Source: an optimization exercise on an open RTL-to-GDS flow (aim: small area, a short achievable clock period and few clock cycles). Production flows keep margins and buffers that such runs may drop.
Function was not checked in any run shown here: the RTL went through the layout flow alone.
Power is estimated from default activity; no workload was simulated.

**flow/constraint.sdc**
```tcl
create_clock -name core_clock -period 3.0 [get_ports {clk}]
set_input_delay 0.6000 -clock core_clock [delete_from_list [all_inputs] [get_ports {clk}]]
set_output_delay 0.6000 -clock core_clock [all_outputs]
set_load 0.01 [all_outputs]
```
**flow/standard.sh**
```bash
#!/bin/bash
# synth_recipe.tcl (not shown) runs the flow's synth.tcl, then flattens the netlist and writes it again
# the make line also repeats each setting of config.mk as NAME=value (left out here)
make -C /OpenROAD-flow-scripts/flow DESIGN_CONFIG=/design/flow/config.mk WORK_HOME=/design/flow/orfs CLKGATE_MAP_FILE= SYNTH_SCRIPT=/design/flow/synth_recipe.tcl "${@:-finish}"
```
**flow/config.mk**
```make
export PLATFORM = sky130hd
export DESIGN_NAME = Bin2BCD
export DESIGN_NICKNAME = Bin2BCD
export VERILOG_FILES = /design/flow/design.v
export SDC_FILE = /design/flow/constraint.sdc
export NUM_CORES = 4
export LEC_CHECK = 0
export ABC_AREA = 1
export CAP_MARGIN = 20
export CORE_MARGIN = 2
export CORE_UTILIZATION = 40
export CTS_BUF_LIST = sky130_fd_sc_hd__clkbuf_4
export CTS_CLUSTER_DIAMETER = 100
export CTS_CLUSTER_SIZE = 30
export SETUP_SLACK_MARGIN = 0.4
export SLEW_MARGIN = 20
```
**flow/flow/run.sh**
```bash
#!/bin/bash
set -euo pipefail
bash standard.sh synth > synth.log 2>&1
export BUFFER_PORTS_ARGS="-buffer_cell sky130_fd_sc_hd__buf_1"
export DONT_USE_CELLS="sky130_fd_sc_hd__clkdlybuf4s50_1 sky130_fd_sc_hd__clkdlybuf4s50_2 sky130_fd_sc_hd__clkdlybuf4s25_1 sky130_fd_sc_hd__clkdlybuf4s25_2 sky130_fd_sc_hd__clkdlybuf4s15_1 sky130_fd_sc_hd__clkdlybuf4s15_2 sky130_fd_sc_hd__clkdlybuf4s18_1 sky130_fd_sc_hd__clkdlybuf4s18_2 sky130_fd_sc_hd__dlymetal6s2s_1 sky130_fd_sc_hd__dlymetal6s4s_1 sky130_fd_sc_hd__dlymetal6s6s_1 sky130_fd_sc_hd__dlygate4sd1_1 sky130_fd_sc_hd__dlygate4sd2_1 sky130_fd_sc_hd__dlygate4sd3_1"
bash standard.sh > layout.log 2>&1
```
**flow/design.v**
```verilog
module Bin2BCD(
    input clk,
    input rst,
    input en,
    input [11:0] bin_d_in,
    output [15:0] bcd_d_out,
    output rdy
    );
    function [2:0] mod5(input [3:0] d);
        begin
            mod5[2] = (d[2] & ~d[1] & ~d[0]) | (d[3] & d[0]);
            mod5[1] = (d[1] & ~d[2]) | (d[1] & d[0]) | (d[3] & ~d[0]);
            mod5[0] = (~d[3] & ~d[2] & d[0]) | (d[2] & d[1] & ~d[0]) | (d[3] & ~d[0]);
        end
    endfunction
    function ge5(input [3:0] d);
        ge5 = d[3] | (d[2] & (d[1] | d[0]));
    endfunction
    wire [3:0] a0_0 = {3'd0, bin_d_in[11]};
    wire [3:0] a1_0 = {a0_0[2:0], bin_d_in[10]};
    wire [3:0] a2_0 = {a1_0[2:0], bin_d_in[9]};
    wire [3:0] a3_0 = {mod5(a2_0), bin_d_in[8]};
    wire [3:0] a3_1 = {3'd0, ge5(a2_0)};
    wire [3:0] a4_0 = {mod5(a3_0), bin_d_in[7]};
    wire [3:0] a4_1 = {a3_1[2:0], ge5(a3_0)};
    wire [3:0] a5_0 = {mod5(a4_0), bin_d_in[6]};
    wire [3:0] a5_1 = {a4_1[2:0], ge5(a4_0)};
    wire [3:0] a6_0 = {mod5(a5_0), bin_d_in[5]};
    wire [3:0] a6_1 = {mod5(a5_1), ge5(a5_0)};
    wire [3:0] a6_2 = {3'd0, ge5(a5_1)};
    wire [3:0] a7_0 = {mod5(a6_0), bin_d_in[4]};
    wire [3:0] a7_1 = {mod5(a6_1), ge5(a6_0)};
    wire [3:0] a7_2 = {a6_2[2:0], ge5(a6_1)};
    wire [3:0] a8_0 = {mod5(a7_0), bin_d_in[3]};
    wire [3:0] a8_1 = {mod5(a7_1), ge5(a7_0)};
    wire [3:0] a8_2 = {a7_2[2:0], ge5(a7_1)};
    wire [3:0] a9_0 = {mod5(a8_0), bin_d_in[2]};
    wire [3:0] a9_1 = {mod5(a8_1), ge5(a8_0)};
    wire [3:0] a9_2 = {mod5(a8_2), ge5(a8_1)};
    wire [3:0] a9_3 = {3'd0, ge5(a8_2)};
    wire [14:0] mid = {a9_3[0:0], a9_2[3:0], a9_1[3:0], a9_0[3:0], bin_d_in[1:0]};
    reg [14:0] mid_q;
    reg        rdy_q;
    always @(posedge clk) begin
        if (en) mid_q <= mid;
        rdy_q <= en & ~rst;
    end
    wire q_new_n33, q_new_n34, q_new_n35, q_new_n36, q_new_n37, q_new_n38, q_new_n39, q_new_n40, q_new_n41, q_new_n42, q_new_n43, q_new_n44, q_new_n45, q_new_n46, q_new_n47, q_new_n49, q_new_n50, q_new_n51, q_new_n52, q_new_n54, q_new_n56, q_new_n58, q_new_n59, q_new_n60, q_new_n61, q_new_n62, q_new_n63, q_new_n64, q_new_n65, q_new_n66, q_new_n67, q_new_n68, q_new_n69, q_new_n70, q_new_n71, q_new_n72, q_new_n73, q_new_n74, q_new_n76, q_new_n77, q_new_n79, q_new_n80, q_new_n82, q_new_n84, q_new_n85, q_new_n86, q_new_n87, q_new_n88, q_new_n89, q_new_n90, q_new_n91, q_new_n92, q_new_n93, q_new_n94, q_new_n95, q_new_n96, q_new_n97, q_new_n98, q_new_n99, q_new_n100, q_new_n102, q_new_n103, q_new_n105, q_new_n106, q_new_n108, q_new_n110;
    assign q_new_n33 = mid_q[2] & mid_q[5];
    assign q_new_n34 = ~mid_q[2] & mid_q[4];
    assign q_new_n35 = ~mid_q[3] & q_new_n34;
    assign q_new_n36 = ~q_new_n33 & ~q_new_n35;
    assign q_new_n37 = ~mid_q[2] & mid_q[5];
    assign q_new_n38 = mid_q[3] & ~q_new_n34;
    assign q_new_n39 = ~q_new_n37 & ~q_new_n38;
    assign q_new_n40 = ~mid_q[1] & ~q_new_n39;
    assign q_new_n41 = mid_q[2] & ~mid_q[4];
    assign q_new_n42 = ~mid_q[5] & q_new_n41;
    assign q_new_n43 = mid_q[3] & q_new_n34;
    assign q_new_n44 = ~q_new_n37 & ~q_new_n43;
    assign q_new_n45 = ~q_new_n42 & q_new_n44;
    assign q_new_n46 = q_new_n40 & q_new_n45;
    assign q_new_n47 = ~q_new_n39 & ~q_new_n46;
    assign bcd_d_out[4] = ~q_new_n36 | q_new_n47;
    assign q_new_n49 = mid_q[1] & ~bcd_d_out[4];
    assign q_new_n50 = q_new_n40 & ~q_new_n45;
    assign q_new_n51 = ~mid_q[1] & ~q_new_n36;
    assign q_new_n52 = ~q_new_n50 & ~q_new_n51;
    assign bcd_d_out[1] = q_new_n49 | ~q_new_n52;
    assign q_new_n54 = ~q_new_n40 & ~q_new_n45;
    assign bcd_d_out[2] = q_new_n51 | q_new_n54;
    assign q_new_n56 = mid_q[1] & ~q_new_n36;
    assign bcd_d_out[3] = q_new_n46 | q_new_n56;
    assign q_new_n58 = mid_q[4] & ~q_new_n35;
    assign q_new_n59 = ~mid_q[5] & ~q_new_n58;
    assign q_new_n60 = mid_q[6] & mid_q[9];
    assign q_new_n61 = ~mid_q[6] & mid_q[8];
    assign q_new_n62 = ~mid_q[7] & q_new_n61;
    assign q_new_n63 = ~q_new_n60 & ~q_new_n62;
    assign q_new_n64 = ~mid_q[6] & mid_q[9];
    assign q_new_n65 = mid_q[7] & ~q_new_n61;
    assign q_new_n66 = ~q_new_n64 & ~q_new_n65;
    assign q_new_n67 = q_new_n59 & ~q_new_n66;
    assign q_new_n68 = mid_q[6] & ~mid_q[8];
    assign q_new_n69 = ~mid_q[9] & q_new_n68;
    assign q_new_n70 = mid_q[7] & q_new_n61;
    assign q_new_n71 = ~q_new_n64 & ~q_new_n70;
    assign q_new_n72 = ~q_new_n69 & q_new_n71;
    assign q_new_n73 = q_new_n67 & q_new_n72;
    assign q_new_n74 = ~q_new_n66 & ~q_new_n73;
    assign bcd_d_out[8] = ~q_new_n63 | q_new_n74;
    assign q_new_n76 = q_new_n59 & bcd_d_out[8];
    assign q_new_n77 = ~q_new_n59 & ~bcd_d_out[8];
    assign bcd_d_out[5] = q_new_n76 | q_new_n77;
    assign q_new_n79 = q_new_n59 & ~q_new_n63;
    assign q_new_n80 = ~q_new_n67 & ~q_new_n72;
    assign bcd_d_out[6] = q_new_n79 | q_new_n80;
    assign q_new_n82 = ~q_new_n59 & ~q_new_n63;
    assign bcd_d_out[7] = q_new_n73 | q_new_n82;
    assign q_new_n84 = mid_q[8] & ~q_new_n62;
    assign q_new_n85 = ~mid_q[9] & ~q_new_n84;
    assign q_new_n86 = mid_q[10] & mid_q[13];
    assign q_new_n87 = ~mid_q[10] & mid_q[12];
    assign q_new_n88 = ~mid_q[11] & q_new_n87;
    assign q_new_n89 = ~q_new_n86 & ~q_new_n88;
    assign q_new_n90 = ~mid_q[10] & mid_q[13];
    assign q_new_n91 = mid_q[11] & ~q_new_n87;
    assign q_new_n92 = ~q_new_n90 & ~q_new_n91;
    assign q_new_n93 = q_new_n85 & ~q_new_n92;
    assign q_new_n94 = mid_q[10] & ~mid_q[12];
    assign q_new_n95 = ~mid_q[13] & q_new_n94;
    assign q_new_n96 = mid_q[11] & q_new_n87;
    assign q_new_n97 = ~q_new_n90 & ~q_new_n96;
    assign q_new_n98 = ~q_new_n95 & q_new_n97;
    assign q_new_n99 = q_new_n93 & q_new_n98;
    assign q_new_n100 = ~q_new_n92 & ~q_new_n99;
    assign bcd_d_out[12] = ~q_new_n89 | q_new_n100;
    assign q_new_n102 = q_new_n85 & bcd_d_out[12];
    assign q_new_n103 = ~q_new_n85 & ~bcd_d_out[12];
    assign bcd_d_out[9] = q_new_n102 | q_new_n103;
    assign q_new_n105 = q_new_n85 & ~q_new_n89;
    assign q_new_n106 = ~q_new_n93 & ~q_new_n98;
    assign bcd_d_out[10] = q_new_n105 | q_new_n106;
    assign q_new_n108 = ~q_new_n85 & ~q_new_n89;
    assign bcd_d_out[11] = q_new_n99 | q_new_n108;
    assign q_new_n110 = mid_q[12] & ~q_new_n88;
    assign bcd_d_out[13] = mid_q[13] | q_new_n110;
    assign bcd_d_out[15] = 1'b0;
    assign bcd_d_out[0] = mid_q[0];
    assign bcd_d_out[14] = mid_q[14];
    assign rdy = rdy_q;
endmodule
```
==> impl_metrics.tcl, run 1 <==
set metrics [dict create \
    power.share.combinational_pct 55.9 \
    finalHoldViolCount 0 \
    rsz0062_at_grt "no" \
    grt_use_total_pct 14.1 \
    p_sw_share_pct 46.0 \
    synth_cell_type_count 33 \
    mean_post_synth_cell_area_um2 6.28 \
    n_fill_cell 430 \
    period_minus_slack_ns 2.40 \
    vdd_ir_drop_max_mv 0.175 \
    yosysTopAreaCellShare_pct 26.0 \
    ys_seq_area_share_pct 27.1 \
    final.period_utilization_pct 79.9 \
    first_global_vias 1462 \
    crit_type "flip-flop to output port" \
    synth_area_leader_cell "sky130_fd_sc_hd__edfxtp_1" \
    leakage_nw 0.976 \
    synth.cell_area_mm2 0.00173 \
    grt_first_pass_wirelength_mm 5.86 \
    vias 1787 \
    layout.cells.non_filler 358 \
    worst_hold_path.endpoint "rdy_q" \
    cts_tree "yes" \
    critical_path.startpoint_type "flip-flop" \
    ios 32 \
    groute.layer.met3.usage_pct 1.02 \
    power.total_mw 0.983 \
    dpl.cell_count 353 \
    asyncSetResetFlopFracSynth_pct 0 \
    grt_start_max_net_pins 17 \
    timing.hold.worst.start "rst" \
    ys_ff_latch 16 \
    area.growth.synth_to_final_pct 12.8 \
    yosys_warnings 1 \
    busiest_layer "met2" \
    p_seq_share_pct 32.2 \
    synthesis.instances 276 \
    worstHoldPathCells 2 \
    die-height_um 69.8 \
    cts_buffer_depth 2 \
    final-max-slew-violation-count 0 \
    worst_margin_pin_slew_ns 0.841 \
    hpwlAfterDp_mm 2.83 \
    cts.reportedPaths.clkPinSlew_ns 0.10 \
    pre_antenna_drt_iters 4 \
    grt_remaining_overflow 0 \
    floorplan.initialDensity_pct 42.4 \
    netlist_top_cells_area "sky130_fd_sc_hd__edfxtp_1 (26%), sky130_fd_sc_hd__nand2_1 (18%), sky130_fd_sc_hd__nand3_1 (8.7%)" \
    h-tree-depth 1 \
    postSynth.topFlopCell "sky130_fd_sc_hd__edfxtp_1" \
    row_count 23 \
    design.final.nets 324 \
    vias_per_cell 4.99 \
    cellInternalPower_mw 0.531 \
    synth-edff-count 15 \
    clock.fmax_mhz 417 \
    p_per_area_mw_per_mm2 502 \
    antenna_cells 0 \
    hold-worst-slack_ns 0.449 \
    syn-num-nets 291 \
    numCtsBuffers 3 \
    maxCapViolCount 0 \
    holdBufCountCts 0 \
    chipWidth_um 69.8 \
    ranking_of_synthesized_cells_by_instance_count "sky130_fd_sc_hd__nand2_1 (85), sky130_fd_sc_hd__inv_1 (39), sky130_fd_sc_hd__nand3_1 (30), sky130_fd_sc_hd__nand2_2 (18), sky130_fd_sc_hd__nor2_1 (18)" \
    run_status "complete, no violations" \
    worst_ep_arrival_time_ns 1.80 \
    cts-root-buf "sky130_fd_sc_hd__clkbuf_4" \
    critical_path.max_fanout 4 \
    clock_sinks 16 \
    total_die_area_mm2 0.00488 \
    worst_slew_margin_rel_pct 43.9 \
    finalSetupTns_ns 0 \
    area.sequential_um2 470 \
    setup_viol_count_final 0 \
    total_wire_length_mm 3.50 \
    core_mm2 0.00409 \
    antenna_found_initial 0 \
    antenna_violating_nets_post_route 0 \
    drt_iter0_markers 84 \
    clkPwrFrac_pct 11.9 \
    globalRouteMet2Util_pct 23.6 \
    place.port_buffers 30 \
    hold_class "primary input to flip-flop" \
    layout-drive-gt1-share_pct 17.9 \
    total_switching_power_mw 0.452 \
    drcViolationCount 0 \
    multiInputGateArea_mm2 0.00111 \
    global_routing_met1_resource_utilization_pct 19.3 \
    end_kind "output port" \
    routabilityCongestion 0.823 \
    cp_data_required_time_ns 2.40 \
    route.detailed.wl_per_inst_um 9.76 \
    yosysMostFrequentCell "sky130_fd_sc_hd__nand2_1" \
]
[cells by family after synthesis]
logic type / after synthesis / share of synthesized area, %
buffers and inverters: 46 / 10.6
XOR/XNOR: 2 / 1.01
other: 1 / 0.216
flip-flops: 16 / 27.1
AND/OR/NAND/NOR: 177 / 49.0
AO/OA/AOI/OAI: 34 / 12.0
[placed cells by master (no fill, tap or decap), types with 2 or more instances in the layout]
| cell | n |
|---|---|
| sky130_fd_sc_hd__nand2_4 | 3 |
| sky130_fd_sc_hd__clkbuf_4 | 3 |
| sky130_fd_sc_hd__o21ai_1 | 4 |
| sky130_fd_sc_hd__a21oi_1 | 7 |
| sky130_fd_sc_hd__nor2_2 | 6 |
| sky130_fd_sc_hd__nand3_2 | 8 |
| sky130_fd_sc_hd__nand3_1 | 25 |
| sky130_fd_sc_hd__inv_1 | 37 |
| sky130_fd_sc_hd__buf_1 | 27 |
| sky130_fd_sc_hd__xor2_1 | 2 |
| sky130_fd_sc_hd__clkbuf_2 | 3 |
| sky130_fd_sc_hd__edfxtp_1 | 15 |
| sky130_fd_sc_hd__o22ai_1 | 5 |
| sky130_fd_sc_hd__nor2_1 | 16 |
| sky130_fd_sc_hd__o21ai_0 | 9 |
| sky130_fd_sc_hd__nand2_1 | 84 |
| sky130_fd_sc_hd__inv_2 | 6 |
| sky130_fd_sc_hd__a21oi_2 | 2 |
| sky130_fd_sc_hd__nand4_1 | 10 |
| sky130_fd_sc_hd__nand2_2 | 19 |
[state kept, by name, summed over array words and instances, names as in the netlist]
register	flops
rdy_q	1
mid_q	15
[layer usage]
| metal | wire [um] | vias up |
|---|---|---|
| li1 | - | 969 |
| met1 | 1730 | 783 |
| met2 | 1610 | 31 |
| met3 | 106 | 4 |
| met4 | 47 | 0 |
| met5 | 0 | - |
[metrics by stage]
stage / utilization [%] / cell area, um^2 / setup WS [ns]
after floorplan: - / 1730 / 0.698
after global placement: 46.2 / 1890 / 0.299
after detailed placement: 46.2 / 1890 / 0.295
after CTS: 46.8 / 1910 / 0.561
after global routing: 47.9 / 1960 / 0.401
final: 47.9 / 1960 / 0.604
[critical path: stages (launching register included)]
cell and delay (ns):
sky130_fd_sc_hd__edfxtp_1 0.42, sky130_fd_sc_hd__nor2_1 0.19, sky130_fd_sc_hd__nand2_1 0.09, sky130_fd_sc_hd__nand2_1 0.06, sky130_fd_sc_hd__nand2_1 0.10, sky130_fd_sc_hd__nor2_1 0.15
sky130_fd_sc_hd__nand2_1 0.08, sky130_fd_sc_hd__nand2_1 0.06, sky130_fd_sc_hd__nand2_1 0.07, sky130_fd_sc_hd__xor2_1 0.13, sky130_fd_sc_hd__buf_1 0.16
[how the worst max path moves through the flow]
stage | slack, ns | depth (start not counted) | to | start
after floorplan | 0.70 | 16 | mid_q[4] | bin_d_in[8]
after global placement | 0.30 | 18 | mid_q[9] | bin_d_in[9]
after detailed placement | 0.30 | 18 | mid_q[9] | bin_d_in[9]
after CTS | 0.56 | 18 | mid_q[9] | bin_d_in[9]
after global routing | 0.40 | 16 | mid_q[9] | bin_d_in[8]
final | 0.60 | 10 | bcd_d_out[9] | mid_q[6]
[repair_timing]
item | CTS | global route
buffers inserted | 0 | 1
gates resized for setup | 0 | 13
setup endpoints to repair | 0 | 9
[power by group through the flow]
stage	clock (mW)	sequential (mW)	combinational [mW]
after floorplan	0	0.316	0.421
after global placement	0	0.321	0.538
after detailed placement	0	0.322	0.540
after CTS	0.120	0.317	0.543
after global routing	0.127	0.322	0.627
final	0.117	0.316	0.550
[cell type report]
cell class | count | area share, %
inverters | 43 | 8.25
multi-input cells | 214 | 56.8
clock buffers | 3 | 1.15
flip-flops and latches | 16 | 24.0
repair buffers | 31 | 6.33
clock inverters | 1 | 0.192
well taps | 50 | 3.20
==> run 2, diff against run 1 <==
--- a/flow/design.v
+++ b/flow/design.v
@@ -7,37 +7,163 @@
     output rdy
     );
-    function [2:0] mod5(input [3:0] d);
-        begin
-            mod5[2] = (d[2] & ~d[1] & ~d[0]) | (d[3] & d[0]);
-            mod5[1] = (d[1] & ~d[2]) | (d[1] & d[0]) | (d[3] & ~d[0]);
-            mod5[0] = (~d[3] & ~d[2] & d[0]) | (d[2] & d[1] & ~d[0]) | (d[3] & ~d[0]);
-        end
-    endfunction
-    function ge5(input [3:0] d);
-        ge5 = d[3] | (d[2] & (d[1] | d[0]));
-    endfunction
-    wire [3:0] a0_0 = {3'd0, bin_d_in[11]};
-    wire [3:0] a1_0 = {a0_0[2:0], bin_d_in[10]};
-    wire [3:0] a2_0 = {a1_0[2:0], bin_d_in[9]};
-    wire [3:0] a3_0 = {mod5(a2_0), bin_d_in[8]};
-    wire [3:0] a3_1 = {3'd0, ge5(a2_0)};
-    wire [3:0] a4_0 = {mod5(a3_0), bin_d_in[7]};
-    wire [3:0] a4_1 = {a3_1[2:0], ge5(a3_0)};
-    wire [3:0] a5_0 = {mod5(a4_0), bin_d_in[6]};
-    wire [3:0] a5_1 = {a4_1[2:0], ge5(a4_0)};
-    wire [3:0] a6_0 = {mod5(a5_0), bin_d_in[5]};
-    wire [3:0] a6_1 = {mod5(a5_1), ge5(a5_0)};
-    wire [3:0] a6_2 = {3'd0, ge5(a5_1)};
-    wire [3:0] a7_0 = {mod5(a6_0), bin_d_in[4]};
-    wire [3:0] a7_1 = {mod5(a6_1), ge5(a6_0)};
-    wire [3:0] a7_2 = {a6_2[2:0], ge5(a6_1)};
-    wire [3:0] a8_0 = {mod5(a7_0), bin_d_in[3]};
-    wire [3:0] a8_1 = {mod5(a7_1), ge5(a7_0)};
-    wire [3:0] a8_2 = {a7_2[2:0], ge5(a7_1)};
-    wire [3:0] a9_0 = {mod5(a8_0), bin_d_in[2]};
-    wire [3:0] a9_1 = {mod5(a8_1), ge5(a8_0)};
-    wire [3:0] a9_2 = {mod5(a8_2), ge5(a8_1)};
-    wire [3:0] a9_3 = {3'd0, ge5(a8_2)};
-    wire [14:0] mid = {a9_3[0:0], a9_2[3:0], a9_1[3:0], a9_0[3:0], bin_d_in[1:0]};
+    wire [14:0] mid;
+    wire p_new_n28, p_new_n29, p_new_n30, p_new_n31, p_new_n32, p_new_n33, p_new_n34, p_new_n35, p_new_n36, p_new_n37, p_new_n38, p_new_n39, p_new_n40, p_new_n41, p_new_n42, p_new_n43, p_new_n44, p_new_n45, p_new_n46, p_new_n47, p_new_n48, p_new_n49, p_new_n50, p_new_n51, p_new_n52, p_new_n53, p_new_n54, p_new_n55, p_new_n56, p_new_n57, p_new_n58, p_new_n59, p_new_n60, p_new_n61, p_new_n62, p_new_n63, p_new_n64, p_new_n65, p_new_n66, p_new_n67, p_new_n68, p_new_n69, p_new_n70, p_new_n71, p_new_n72, p_new_n73, p_new_n74, p_new_n75, p_new_n76, p_new_n77, p_new_n78, p_new_n79, p_new_n80, p_new_n81, p_new_n82, p_new_n83, p_new_n84, p_new_n85, p_new_n86, p_new_n87, p_new_n88, p_new_n89, p_new_n90, p_new_n91, p_new_n92, p_new_n93, p_new_n94, p_new_n95, p_new_n96, p_new_n97, p_new_n98, p_new_n99, p_new_n100, p_new_n101, p_new_n102, p_new_n104, p_new_n106, p_new_n107, p_new_n108, p_new_n110, p_new_n112, p_new_n113, p_new_n114, p_new_n115, p_new_n116, p_new_n117, p_new_n118, p_new_n119, p_new_n120, p_new_n121, p_new_n122, p_new_n123, p_new_n124, p_new_n125, p_new_n126, p_new_n127, p_new_n128, p_new_n129, p_new_n130, p_new_n131, p_new_n132, p_new_n133, p_new_n134, p_new_n135, p_new_n136, p_new_n137, p_new_n138, p_new_n139, p_new_n140, p_new_n141, p_new_n142, p_new_n143, p_new_n144, p_new_n145, p_new_n146, p_new_n147, p_new_n148, p_new_n149, p_new_n150, p_new_n151, p_new_n152, p_new_n153, p_new_n154, p_new_n155, p_new_n156, p_new_n157, p_new_n158, p_new_n159, p_new_n160, p_new_n161, p_new_n163, p_new_n165, p_new_n166, p_new_n167, p_new_n169, p_new_n171, p_new_n172, p_new_n173, p_new_n174, p_new_n175, p_new_n177, p_new_n180;
+    assign p_new_n28 = ~bin_d_in[9] & bin_d_in[11];
+    assign p_new_n29 = bin_d_in[8] & ~bin_d_in[10];
+    assign p_new_n30 = p_new_n28 & p_new_n29;
+    assign p_new_n31 = bin_d_in[10] & ~p_new_n28;
+    assign p_new_n32 = ~p_new_n30 & ~p_new_n31;
+    assign p_new_n33 = bin_d_in[9] & ~bin_d_in[11];
+    assign p_new_n34 = ~bin_d_in[8] & ~p_new_n33;
+    assign p_new_n35 = ~bin_d_in[10] & p_new_n28;
+    assign p_new_n36 = ~p_new_n34 & ~p_new_n35;
+    assign p_new_n37 = ~p_new_n32 & ~p_new_n36;
+    assign p_new_n38 = bin_d_in[7] & p_new_n37;
+    assign p_new_n39 = ~bin_d_in[8] & bin_d_in[10];
+    assign p_new_n40 = p_new_n33 & p_new_n39;
+    assign p_new_n41 = ~bin_d_in[8] & ~p_new_n35;
+    assign p_new_n42 = p_new_n32 & ~p_new_n41;
+    assign p_new_n43 = ~p_new_n40 & ~p_new_n42;
+    assign p_new_n44 = p_new_n28 & ~p_new_n29;
+    assign p_new_n45 = p_new_n33 & ~p_new_n39;
+    assign p_new_n46 = ~p_new_n44 & ~p_new_n45;
+    assign p_new_n47 = ~bin_d_in[7] & ~p_new_n46;
+    assign p_new_n48 = p_new_n43 & p_new_n47;
+    assign p_new_n49 = ~p_new_n38 & ~p_new_n48;
+    assign p_new_n50 = bin_d_in[6] & ~p_new_n49;
+    assign p_new_n51 = ~bin_d_in[7] & p_new_n37;
+    assign p_new_n52 = ~p_new_n43 & ~p_new_n47;
+    assign p_new_n53 = ~p_new_n51 & ~p_new_n52;
+    assign p_new_n54 = ~p_new_n43 & p_new_n47;
+    assign p_new_n55 = ~p_new_n37 & p_new_n46;
+    assign p_new_n56 = bin_d_in[7] & p_new_n55;
+    assign p_new_n57 = ~p_new_n51 & ~p_new_n56;
+    assign p_new_n58 = ~p_new_n54 & p_new_n57;
+    assign p_new_n59 = ~bin_d_in[6] & p_new_n58;
+    assign p_new_n60 = ~p_new_n53 & p_new_n59;
+    assign p_new_n61 = ~p_new_n50 & ~p_new_n60;
+    assign p_new_n62 = bin_d_in[5] & ~p_new_n61;
+    assign p_new_n63 = ~bin_d_in[6] & ~p_new_n53;
+    assign p_new_n64 = ~p_new_n58 & p_new_n63;
+    assign p_new_n65 = p_new_n49 & p_new_n53;
+    assign p_new_n66 = bin_d_in[6] & p_new_n65;
+    assign p_new_n67 = ~bin_d_in[6] & ~p_new_n49;
+    assign p_new_n68 = ~p_new_n66 & ~p_new_n67;
+    assign p_new_n69 = ~p_new_n64 & p_new_n68;
+    assign p_new_n70 = ~p_new_n58 & ~p_new_n63;
+    assign p_new_n71 = ~p_new_n67 & ~p_new_n70;
+    assign p_new_n72 = ~bin_d_in[5] & ~p_new_n71;
+    assign p_new_n73 = p_new_n69 & p_new_n72;
+    assign p_new_n74 = ~p_new_n62 & ~p_new_n73;
+    assign p_new_n75 = ~bin_d_in[4] & ~p_new_n74;
+    assign p_new_n76 = bin_d_in[5] & p_new_n71;
+    assign p_new_n77 = p_new_n61 & p_new_n76;
+    assign p_new_n78 = ~p_new_n69 & p_new_n72;
+    assign p_new_n79 = ~bin_d_in[5] & ~p_new_n61;
+    assign p_new_n80 = ~p_new_n78 & ~p_new_n79;
+    assign p_new_n81 = ~p_new_n77 & p_new_n80;
+    assign p_new_n82 = ~p_new_n69 & ~p_new_n72;
+    assign p_new_n83 = ~p_new_n79 & ~p_new_n82;
+    assign p_new_n84 = ~bin_d_in[4] & ~p_new_n83;
+    assign p_new_n85 = ~p_new_n81 & ~p_new_n84;
+    assign p_new_n86 = ~p_new_n75 & ~p_new_n85;
+    assign p_new_n87 = ~bin_d_in[3] & ~p_new_n86;
+    assign p_new_n88 = p_new_n74 & p_new_n83;
+    assign p_new_n89 = ~bin_d_in[4] & p_new_n88;
+    assign p_new_n90 = ~bin_d_in[4] & p_new_n74;
+    assign p_new_n91 = p_new_n81 & p_new_n90;
+    assign p_new_n92 = bin_d_in[4] & ~p_new_n88;
+    assign p_new_n93 = ~p_new_n91 & ~p_new_n92;
+    assign p_new_n94 = ~p_new_n89 & p_new_n93;
+    assign p_new_n95 = p_new_n87 & p_new_n94;
+    assign p_new_n96 = bin_d_in[4] & ~p_new_n74;
+    assign p_new_n97 = p_new_n81 & p_new_n84;
+    assign p_new_n98 = ~p_new_n96 & ~p_new_n97;
+    assign p_new_n99 = p_new_n86 & p_new_n98;
+    assign p_new_n100 = bin_d_in[3] & p_new_n99;
+    assign p_new_n101 = ~bin_d_in[3] & ~p_new_n98;
+    assign p_new_n102 = ~p_new_n100 & ~p_new_n101;
+    assign mid[3] = p_new_n95 | ~p_new_n102;
+    assign p_new_n104 = ~p_new_n87 & p_new_n94;
+    assign mid[4] = p_new_n101 | p_new_n104;
+    assign p_new_n106 = bin_d_in[3] & ~p_new_n98;
+    assign p_new_n107 = ~bin_d_in[3] & ~p_new_n94;
+    assign p_new_n108 = ~p_new_n86 & p_new_n107;
+    assign mid[5] = p_new_n106 | p_new_n108;
+    assign p_new_n110 = p_new_n98 & p_new_n107;
+    assign mid[6] = ~p_new_n99 & ~p_new_n110;
+    assign p_new_n112 = p_new_n31 & ~p_new_n34;
+    assign p_new_n113 = ~bin_d_in[9] & ~bin_d_in[10];
+    assign p_new_n114 = bin_d_in[11] & ~p_new_n113;
+    assign p_new_n115 = ~p_new_n112 & p_new_n114;
+    assign p_new_n116 = ~bin_d_in[7] & ~p_new_n37;
+    assign p_new_n117 = p_new_n43 & p_new_n116;
+    assign p_new_n118 = ~p_new_n55 & ~p_new_n117;
+    assign p_new_n119 = p_new_n115 & ~p_new_n118;
+    assign p_new_n120 = p_new_n49 & p_new_n59;
+    assign p_new_n121 = ~p_new_n65 & ~p_new_n120;
+    assign p_new_n122 = p_new_n119 & ~p_new_n121;
+    assign p_new_n123 = ~p_new_n114 & ~p_new_n118;
+    assign p_new_n124 = ~p_new_n115 & ~p_new_n123;
+    assign p_new_n125 = ~p_new_n35 & ~p_new_n112;
+    assign p_new_n126 = ~p_new_n114 & ~p_new_n125;
+    assign p_new_n127 = ~p_new_n121 & p_new_n126;
+    assign p_new_n128 = p_new_n124 & ~p_new_n127;
+    assign p_new_n129 = ~p_new_n122 & ~p_new_n128;
+    assign p_new_n130 = ~bin_d_in[5] & p_new_n69;
+    assign p_new_n131 = ~p_new_n71 & ~p_new_n130;
+    assign p_new_n132 = p_new_n61 & ~p_new_n131;
+    assign p_new_n133 = p_new_n119 & p_new_n121;
+    assign p_new_n134 = ~p_new_n121 & ~p_new_n124;
+    assign p_new_n135 = p_new_n126 & p_new_n134;
+    assign p_new_n136 = ~p_new_n133 & ~p_new_n135;
+    assign p_new_n137 = ~p_new_n132 & p_new_n136;
+    assign p_new_n138 = p_new_n129 & p_new_n137;
+    assign p_new_n139 = p_new_n132 & ~p_new_n136;
+    assign p_new_n140 = ~p_new_n129 & p_new_n132;
+    assign p_new_n141 = p_new_n118 & ~p_new_n125;
+    assign p_new_n142 = ~p_new_n119 & ~p_new_n141;
+    assign p_new_n143 = ~p_new_n121 & ~p_new_n142;
+    assign p_new_n144 = ~p_new_n119 & ~p_new_n126;
+    assign p_new_n145 = p_new_n121 & p_new_n144;
+    assign p_new_n146 = ~p_new_n143 & ~p_new_n145;
+    assign p_new_n147 = p_new_n140 & ~p_new_n146;
+    assign p_new_n148 = ~p_new_n139 & ~p_new_n147;
+    assign p_new_n149 = ~p_new_n138 & p_new_n148;
+    assign p_new_n150 = ~p_new_n88 & ~p_new_n91;
+    assign p_new_n151 = ~p_new_n140 & ~p_new_n146;
+    assign p_new_n152 = ~p_new_n139 & ~p_new_n151;
+    assign p_new_n153 = ~p_new_n150 & ~p_new_n152;
+    assign p_new_n154 = ~p_new_n149 & p_new_n153;
+    assign p_new_n155 = ~p_new_n132 & ~p_new_n136;
+    assign p_new_n156 = p_new_n140 & p_new_n146;
+    assign p_new_n157 = ~p_new_n155 & ~p_new_n156;
+    assign p_new_n158 = p_new_n150 & p_new_n157;
+    assign p_new_n159 = p_new_n152 & p_new_n158;
+    assign p_new_n160 = ~p_new_n150 & ~p_new_n157;
+    assign p_new_n161 = ~p_new_n159 & ~p_new_n160;
+    assign mid[7] = p_new_n154 | ~p_new_n161;
+    assign p_new_n163 = ~p_new_n149 & ~p_new_n153;
+    assign mid[8] = p_new_n160 | p_new_n163;
+    assign p_new_n165 = p_new_n150 & ~p_new_n157;
+    assign p_new_n166 = p_new_n149 & ~p_new_n150;
+    assign p_new_n167 = ~p_new_n152 & p_new_n166;
+    assign mid[9] = p_new_n165 | p_new_n167;
+    assign p_new_n169 = ~p_new_n152 & ~p_new_n166;
+    assign mid[10] = ~p_new_n157 | p_new_n169;
+    assign p_new_n171 = ~p_new_n118 & p_new_n125;
+    assign p_new_n172 = p_new_n114 & ~p_new_n171;
+    assign p_new_n173 = p_new_n132 & p_new_n146;
+    assign p_new_n174 = ~p_new_n129 & ~p_new_n173;
+    assign p_new_n175 = p_new_n136 & ~p_new_n174;
+    assign mid[11] = ~p_new_n172 & ~p_new_n175;
+    assign p_new_n177 = ~p_new_n119 & p_new_n134;
+    assign mid[12] = ~p_new_n144 & ~p_new_n177;
+    assign mid[13] = p_new_n172 & p_new_n175;
+    assign p_new_n180 = p_new_n175 & ~mid[12];
+    assign mid[14] = p_new_n172 & ~p_new_n180;
+    assign mid[0] = bin_d_in[0];
+    assign mid[1] = bin_d_in[1];
+    assign mid[2] = bin_d_in[2];
     reg [14:0] mid_q;
     reg        rdy_q;
--- a/flow/config.mk
+++ b/flow/config.mk
@@ -13,4 +13,4 @@
 export CTS_CLUSTER_DIAMETER = 100
 export CTS_CLUSTER_SIZE = 30
-export SETUP_SLACK_MARGIN = 0.4
+export SETUP_SLACK_MARGIN = 0.3
 export SLEW_MARGIN = 20
==> impl_metrics.tcl, run 2 <==
set metrics [dict create \
    run_status "complete, no violations" \
    yosysTopAreaCellShare_pct 25.7 \
    layout.cells.most_common_list "sky130_fd_sc_hd__nand2_1 (85), sky130_fd_sc_hd__inv_1 (42), sky130_fd_sc_hd__buf_1 (30), sky130_fd_sc_hd__nand3_1 (23), sky130_fd_sc_hd__nor2_1 (20)" \
    cp_buf_inv_count 1 \
    clock.fmax_mhz 416 \
    critical_path.max_fanout 4 \
    numCtsBuffers 3 \
    cts_buffer_depth 2 \
    period_minus_slack_ns 2.40 \
    layout-drive-gt1-share_pct 18.8 \
    leakage_nw 0.994 \
    post-cts-setup-buffers 0 \
    total_die_area_mm2 0.00493 \
    setup_viol_count_final 0 \
    vias 1665 \
    mean_post_synth_cell_area_um2 6.31 \
    maxCapViolCount 0 \
    asyncSetResetFlopFracSynth_pct 0 \
    hold_class "primary input to flip-flop" \
    syn-num-nets 293 \
    cts_resized 0 \
    finalSetupTns_ns 0 \
    largest_register_ffs 15 \
    worst_margin_pin_slew_ns 0.804 \
    finalHoldViolCount 0 \
    synth_area_leader_cell "sky130_fd_sc_hd__edfxtp_1" \
    worst_slew_margin_rel_pct 46.4 \
    n_fill_cell 459 \
    hpwlAfterDp_mm 2.65 \
    max_flop_register "mid_q" \
    most_frequent_standard_cell_in_the_layout_excluding_fill_and_tap_cells "sky130_fd_sc_hd__nand2_1" \
    ys_seq_area_share_pct 26.8 \
    grt_start_max_net_pins 17 \
    core_mm2 0.00429 \
    grt_use_total_pct 13.7 \
    cp_slowest_cell "sky130_fd_sc_hd__edfxtp_1" \
    place.port_buffers 30 \
    first_global_vias 1541 \
    final-max-slew-violation-count 0 \
    ios 32 \
    hold-worst-slack_ns 0.465 \
    grt_remaining_overflow 0 \
    cts_tree "yes" \
    holdBufCountCts 0 \
    vdd_ir_drop_max_mv 0.148 \
    antenna_found_initial 0 \
    synth_cell_type_count 26 \
    antenna_cells 0 \
    final.period_utilization_pct 80.1 \
    clock_sinks 16 \
    cts.reportedPaths.clkPinSlew_ns 0.08 \
    vias_per_cell 4.61 \
    worst_ep_arrival_time_ns 1.80 \
    chipWidth_um 70.2 \
    floorplan.initialDensity_pct 40.9 \
    yosys_warnings 1 \
    area.growth.synth_to_final_pct 10.5 \
    drt_iter0_markers 52 \
    grt_first_pass_wirelength_mm 5.87 \
    synth-edff-count 15 \
    crit_type "flip-flop to output port" \
    ys_ff_latch 16 \
    netlist_top_cells_area "sky130_fd_sc_hd__edfxtp_1 (26%), sky130_fd_sc_hd__nand2_1 (18%), sky130_fd_sc_hd__inv_1 (9.0%)" \
    end_kind "output port" \
    total_wire_length_mm 3.06 \
    cp_data_required_time_ns 2.40 \
    critical-path-max-stage-delay_ns 0.43 \
    drcViolationCount 0 \
    route.detailed.wl_per_inst_um 8.47 \
    ranking_of_synthesized_cells_by_instance_count "sky130_fd_sc_hd__nand2_1 (85), sky130_fd_sc_hd__inv_1 (42), sky130_fd_sc_hd__nand3_1 (23), sky130_fd_sc_hd__nor2_1 (20), sky130_fd_sc_hd__nand2_2 (19)" \
    cts-root-buf "sky130_fd_sc_hd__clkbuf_4" \
    h-tree-depth 1 \
    crit_path_frequent_cell "sky130_fd_sc_hd__nand2_1" \
    routabilityCongestion 0.798 \
    antenna_violating_nets_post_route 0 \
    rsz0062_at_grt "no" \
    p_per_area_mw_per_mm2 512 \
    row_count 24 \
    yosysMostFrequentCell "sky130_fd_sc_hd__nand2_1" \
    synthesis.instances 278 \
    critical_path.startpoint_type "flip-flop" \
    biggestRegsByFlops "mid_q x15, rdy_q x1" \
    path_delay_family "simple AND/OR/NAND/NOR gates" \
    pre_antenna_drt_iters 4 \
    die-height_um 70.2 \
    timing.critical_path.cells "nor2_1 -> nand2_1 -> nand2_1 -> nand2_1 -> nor2_1 -> nand2_1 -> nand2_1 -> nand2_1 -> xor2_1 -> buf_1" \
    synth.cell_area_mm2 0.00176 \
    power.total_mw 0.994 \
    postSynth.topFlopCell "sky130_fd_sc_hd__edfxtp_1" \
    design.final.nets 325 \
]
==> run 2: cell count changes in the layout (fill, tap and decap cells not counted), sizes merged, moves of 5 or more <==
cell and delta:
nand4 -7, inv +10, nand3 -5, nor2 +6
==> run 2: final timing paths <==
check     start      endpoint  slack (ns)  cells past startpoint
min         rst         rdy_q        0.47                      2
max    mid_q[2]  bcd_d_out[5]        0.60                     10
==> run 2: power by group <==
part	internal (mW)	total, mW	switching, mW
clock	0.0606	0.122	0.0618
sequential	0.297	0.320	0.0233
combinational	0.189	0.552	0.363
==> run 2: cell type report <==
type / count / area [um^2] / area share (%)
repair buffers: 30 / 113 / 5.80
clock buffers: 4 / 30.0 / 1.55
multi-input cells: 206 / 1060 / 54.8
flip-flops and latches: 16 / 470 / 24.2
inverters: 53 / 199 / 10.3
well taps: 52 / 65.1 / 3.35
==> run 2: logic make-up after synthesis <==
family,count (synthesis),share of synthesized area [%]
buf+inv,56,12.6
xor+xnor,2,0.998
flops,16,26.8
compound gates,34,12.0
simple gates,169,47.3
other cells,1,0.214
==> run 2: through the flow <==
step / std cells / utilization (%) / worst slack [ns] / area (um^2)
3_5_place_dp: 357 / 44.5 / 0.336 / 1910
6_report: 361 / 45.2 / 0.598 / 1940
4_1_cts: 361 / 45.2 / 0.577 / 1940
5_1_grt: 361 / 45.2 / 0.397 / 1940
3_3_place_gp: 357 / 44.5 / 0.304 / 1910
2_1_floorplan: 278 / - / 0.728 / 1760
==> run 2: per-layer routing <==
metal	global-route usage [%]	share of wire, %
met1	17.9	51
met2	23.8	46
met3	1.01	2.4
met4	4.70	0.69
met5	0	0

what the ideal ports hide:
Ports are ideal in the flow. The routed layouts listed here were re-timed in OpenROAD.
Step 1 sets driving cells, clkbuf_16 on the clock port and buf_2 on the other inputs (assumed; they add their load-dependent delay and slew).
Step 2 also shifts input and output timing later by t, the mid clock arrival at the registers, as if the neighbouring blocks saw the same clock.
a / b / c = ideal ports / drivers / drivers and shift; a / b = the first two.
run	shift t [ns]	setup slack, ns	hold WS [ns]	worst setup path after step 2	slew at the worst register clock pin (ns)
run 1	0.306	0.604 / 0.583 / 0.314	0.449 / 0.455 / 0.761	input to register	0.10 / 0.10
run 2	0.294	0.598 / 0.578 / 0.356	0.465 / 0.469 / 0.763	input to register	0.09 / 0.09
After both steps setup and hold are still met in every run listed. The setup slack of run 1, which loses most, moves by -0.021 ns with the drivers and by -0.290 ns with both steps.
